Background: an optimization exercise with open tools, aiming at small area. Do not read the settings as production practice.

Setup of garnet:
// moving_average_v5
module moving_average_v5 (
    input wire clk,
    input wire rst_n,
    input wire enable,
    input wire data_refresh,
    input wire output_refresh_mode,
    input wire signed [15:0] din,
    input wire [2:0] mode,
    output reg signed [15:0] dout,
    output reg output_pulse
);
==> module moving_average_v5, before the edit <==
module moving_average_v5 (
    input wire clk,
    input wire rst_n,
    input wire enable,
    input wire data_refresh,
    input wire output_refresh_mode,
    input wire signed [15:0] din,
    input wire [2:0] mode,
    output reg signed [15:0] dout,
    output reg output_pulse
);
reg [27:4] acc;
reg [15:0] h0, h1, h2, h3;
reg [3:0] cnt;
reg init_flag;
wire upd  = enable & data_refresh;
reg seen;              
wire load = ~seen;
reg [23:0] x, y;
always @* begin
    if (!upd)
        x = 24'b0;
    else if (init_flag)
        x = {{8{din[15]}}, din};
    else if (load)
        x = {din, 8'b0};
    else
        x = {{4{din[15]}}, din, 4'b0};
    y = (upd & init_flag) ? ~{{8{h3[15]}}, h3} : 24'b0;
end
wire cin_a = upd & init_flag;
wire [23:0] xs = acc ^ x ^ y;
wire [23:0] xc = (acc & x) | (acc & y) | (x & y);
wire [23:0] acc_next;
ma5_add #(.W(24), .F(4), .B(4)) u_acc_add (
    .a(xs), .b({xc[22:0], cin_a}), .cin(1'b0), .s(acc_next)
);
wire m1 = (mode == 3'b001);
wire m2 = (mode == 3'b010);
wire m3 = (mode == 3'b011);
wire [15:0] q = ({16{m1}} & ~h2) | ({16{m2}} & h1) | ({16{m3}} & acc[27:12]);
wire [15:0] t1s = h0 ^ h1 ^ h2;
wire [15:0] t1c = (h0 & h1) | (h0 & h2) | (h1 & h2);
wire [15:0] t1cs = {t1c[14:0], 1'b0};
wire [15:0] t2s = t1s ^ t1cs ^ q;
wire [15:0] t2c = (t1s & t1cs) | (t1s & q) | (t1cs & q);
wire [15:0] w;
ma5_add #(.W(16), .F(3), .B(4)) u_out_add (
    .a(t2s), .b({t2c[14:0], m1}), .cin(1'b0), .s(w)
);
reg [15:0] dnext;
always @* begin
    case (mode)
        3'b001:         dnext = {w[15], w[15:1]};
        3'b010, 3'b011: dnext = {{2{w[15]}}, w[15:2]};
        3'b100, 3'b101: dnext = acc[27:12];
        default:        dnext = din;
    endcase
end
reg pnext;
always @* begin
    case (mode)
        3'b001:  pnext = cnt[0];
        3'b010:  pnext = (cnt[1:0] == 2'b10);
        3'b011:  pnext = (cnt[1:0] == 2'b11);
        3'b100:  pnext = (cnt == 4'b0111);
        3'b101:  pnext = (cnt == 4'b1111);
        default: pnext = 1'b1;
    endcase
end
always @(posedge clk or negedge rst_n) begin
    if (!rst_n) begin
        acc <= 24'b0;
    end else begin
        acc <= acc_next;
    end
end
always @(posedge clk or negedge rst_n) begin
    if (!rst_n) begin
        h0 <= 16'b0; h1 <= 16'b0; h2 <= 16'b0;
        cnt <= 4'b0;
        init_flag <= 1'b0;
        seen <= 1'b0;
        dout <= 16'b0;
        output_pulse <= 1'b0;
    end else if (enable) begin
        if (data_refresh) begin
            h0 <= din; h1 <= h0; h2 <= h1;
            seen <= 1'b1;
            if (!init_flag) begin
                cnt <= cnt + 4'd1;
                if (cnt == 4'd15) init_flag <= 1'b1;
            end
        end
        output_pulse <= data_refresh & (output_refresh_mode | pnext);
        dout <= dnext;
    end
end
always @(posedge clk) begin
    if (enable & data_refresh) h3 <= h2;
end
endmodule
Settings: LEC_CHECK=0, ABC_AREA=1, CAP_MARGIN=20, CORE_MARGIN=2, CORE_UTILIZATION=60, CTS_BUF_LIST=sky130_fd_sc_hd__clkbuf_8, SLEW_MARGIN=20; clock period 6.0 ns.
standard.sh (not shown) runs the stock make flow with config.mk's settings and CLKGATE_MAP_FILE= SYNTH_SCRIPT=/design/flow/synth_recipe.tcl, a recipe that flattens the netlist after the stock synthesis.
==> flow/flow/run.sh <==
#!/bin/bash
# The standard layout with an area pass after its standard synthesis:
#  * each port gets the smallest buffer (buf_1);
#  * clock tree synthesis inserts no dummy loads;
#  * the synthesized netlist is improved without touching its registers:
#    fa_polarity.py picks each full adder's polarity (a full adder is
#    self-dual) to drop inverters, and abc re-maps the remaining logic for
#    area (reabc.ys), three times over, keeping the smallest; the result replaces 1_2_yosys.v and the
#    standard flow continues from there. Timing is then repaired by the flow.
set -euo pipefail
export BUFFER_PORTS_ARGS="-buffer_cell sky130_fd_sc_hd__buf_1"
export CTS_ARGS="-sink_clustering_enable -repair_clock_nets -buf_list sky130_fd_sc_hd__clkbuf_8 -dont_use_dummy_load"
R=orfs/results/sky130hd/moving_average_v5/base
L=orfs/logs/sky130hd/moving_average_v5/base
LIB=$FLOW_HOME/platforms/sky130hd/lib/sky130_fd_sc_hd__tt_025C_1v80.lib
bash standard.sh synth > synth.log 2>&1
cp $R/1_2_yosys.v yosys_standard.v
DONTUSE=$(grep -o -- "-dont_use [^ ]*" $L/1_2_yosys.log | sort -u | tr '\n' ' ')
cur=yosys_standard.v
best=""
best_area=""
for i in 1 2 3; do
  python3 flow/fa_polarity.py $cur pol$i.v >> fa_polarity.log 2>&1
  sed -e "s#@LIB@#$LIB#g" -e "s#@IN@#pol$i.v#" -e "s#@OUT@#abc$i.v#" \
      -e "s#@SCRIPT@#flow/amap.script#" -e "s#@TOP@#$FLOW_TOP#" \
      -e "s#@DONTUSE@#$DONTUSE#" flow/reabc.ys > reabc$i.ys
  yosys -l reabc$i.log reabc$i.ys > /dev/null
  area=$(grep "Chip area" reabc$i.log | tail -1 | awk '{print $NF}')
  if [[ -z "$best" ]] || awk "BEGIN{exit !($area < $best_area)}"; then
    best=abc$i.v
    best_area=$area
  fi
  cur=abc$i.v
done
echo "kept $best ($best_area um2)" >> fa_polarity.log
python3 flow/fa_polarity.py $best yosys_final.v >> fa_polarity.log 2>&1
cp yosys_final.v $R/1_2_yosys.v
rm -f $R/1_synth.odb
bash standard.sh > standard.log 2>&1
Other scripts of this flow, unchanged in this note and not shown: flow/flow/amap.script, flow/flow/fa_polarity.py, flow/flow/reabc.ys
garnet reached the final stage; the timing, DRC and antenna checks on its layout passed.
Changes in lagoon relative to garnet:
--- a/flow/design.v
+++ b/flow/design.v
@@ -41,13 +41,13 @@
 );
 reg [27:4] acc;
 reg [15:0] h0, h1, h2, h3;
 reg [3:0] cnt;
 reg init_flag;
+reg [2:0] hv;
 wire upd  = enable & data_refresh;
-reg seen;              
-wire load = ~seen;
+wire load = ~hv[0];    
 reg [23:0] x, y;
 always @* begin
     if (!upd)
         x = 24'b0;
     else if (init_flag)
@@ -60,24 +60,27 @@
 end
 wire cin_a = upd & init_flag;
 wire [23:0] xs = acc ^ x ^ y;
 wire [23:0] xc = (acc & x) | (acc & y) | (x & y);
 wire [23:0] acc_next;
-ma5_add #(.W(24), .F(4), .B(4)) u_acc_add (
+ma5_add #(.W(24), .F(4), .B(5)) u_acc_add (
     .a(xs), .b({xc[22:0], cin_a}), .cin(1'b0), .s(acc_next)
 );
 wire m1 = (mode == 3'b001);
 wire m2 = (mode == 3'b010);
 wire m3 = (mode == 3'b011);
-wire [15:0] q = ({16{m1}} & ~h2) | ({16{m2}} & h1) | ({16{m3}} & acc[27:12]);
-wire [15:0] t1s = h0 ^ h1 ^ h2;
-wire [15:0] t1c = (h0 & h1) | (h0 & h2) | (h1 & h2);
+wire [15:0] g0 = h0 & {16{hv[0]}};
+wire [15:0] g1 = h1 & {16{hv[1]}};
+wire [15:0] g2 = h2 & {16{hv[2]}};
+wire [15:0] q = ({16{m1}} & ~g2) | ({16{m2}} & g1) | ({16{m3}} & acc[27:12]);
+wire [15:0] t1s = g0 ^ g1 ^ g2;
+wire [15:0] t1c = (g0 & g1) | (g0 & g2) | (g1 & g2);
 wire [15:0] t1cs = {t1c[14:0], 1'b0};
 wire [15:0] t2s = t1s ^ t1cs ^ q;
 wire [15:0] t2c = (t1s & t1cs) | (t1s & q) | (t1cs & q);
 wire [15:0] w;
-ma5_add #(.W(16), .F(3), .B(4)) u_out_add (
+ma5_add #(.W(16), .F(4), .B(4)) u_out_add (
     .a(t2s), .b({t2c[14:0], m1}), .cin(1'b0), .s(w)
 );
 reg [15:0] dnext;
 always @* begin
     case (mode)
@@ -105,28 +108,28 @@
         acc <= acc_next;
     end
 end
 always @(posedge clk or negedge rst_n) begin
     if (!rst_n) begin
-        h0 <= 16'b0; h1 <= 16'b0; h2 <= 16'b0;
         cnt <= 4'b0;
         init_flag <= 1'b0;
-        seen <= 1'b0;
+        hv <= 3'b0;
         dout <= 16'b0;
         output_pulse <= 1'b0;
     end else if (enable) begin
         if (data_refresh) begin
-            h0 <= din; h1 <= h0; h2 <= h1;
-            seen <= 1'b1;
+            hv <= {hv[1:0], 1'b1};
             if (!init_flag) begin
                 cnt <= cnt + 4'd1;
                 if (cnt == 4'd15) init_flag <= 1'b1;
             end
         end
         output_pulse <= data_refresh & (output_refresh_mode | pnext);
         dout <= dnext;
     end
 end
 always @(posedge clk) begin
-    if (enable & data_refresh) h3 <= h2;
+    if (enable & data_refresh) begin
+        h0 <= din; h1 <= h0; h2 <= h1; h3 <= h2;
+    end
 end
 endmodule
--- outcome ---
Summary of lagoon over garnet: core utilization now sits higher; global-route usage now sits higher.
In lagoon, the area fraction of clock buffers and clock inverters came out 1.3 points above the value in garnet.
In the metrics for garnet and lagoon, the one carrying the higher share of the clock period used by the worst path after layout is lagoon.
A termination of the worst setup path of acc[27] is what lagoon shows, while dout[15] belongs to garnet.
lagoon vs garnet: design area up in lagoon
No functional check of the RTL was part of any run of this note.

## re-timing with driven ports
The results above use ideal ports. As a check the final layouts listed here were re-extracted and re-timed, cells and wires unchanged.
Step 1, drivers: a clkbuf_16 drives clk and a buf_2 each remaining input, both assumed.
Step 2 adds t to the input delays and takes it off the output delays; t is the mean of the earliest and latest rising clock arrival at the registers after step 1. Input paths then give back, and output paths get back, about the clock's delay inside the block.
Three values: ideal ports, drivers, drivers and shift; two values: the first two.
| run | t, ns | setup WS [ns] | hold slack, ns | clock arrival spread, ns | slew at the worst register clock pin (ns) |
|---|---|---|---|---|---|
| garnet | 0.415 | 0.336 / 0.347 / -0.068 | 0.515 / 0.515 / 0.515 | 0.022 / 0.022 | 0.10 / 0.10 |
| lagoon | 0.469 | 0.237 / 0.250 / -0.219 | 0.442 / 0.442 / 0.442 | 0.015 / 0.015 | 0.07 / 0.07 |
With both steps, setup timing fails in garnet and lagoon, where it was met with ideal ports. For lagoon, which loses most, drivers alone change the setup slack by +0.013 ns; drivers and shift together by -0.456 ns.
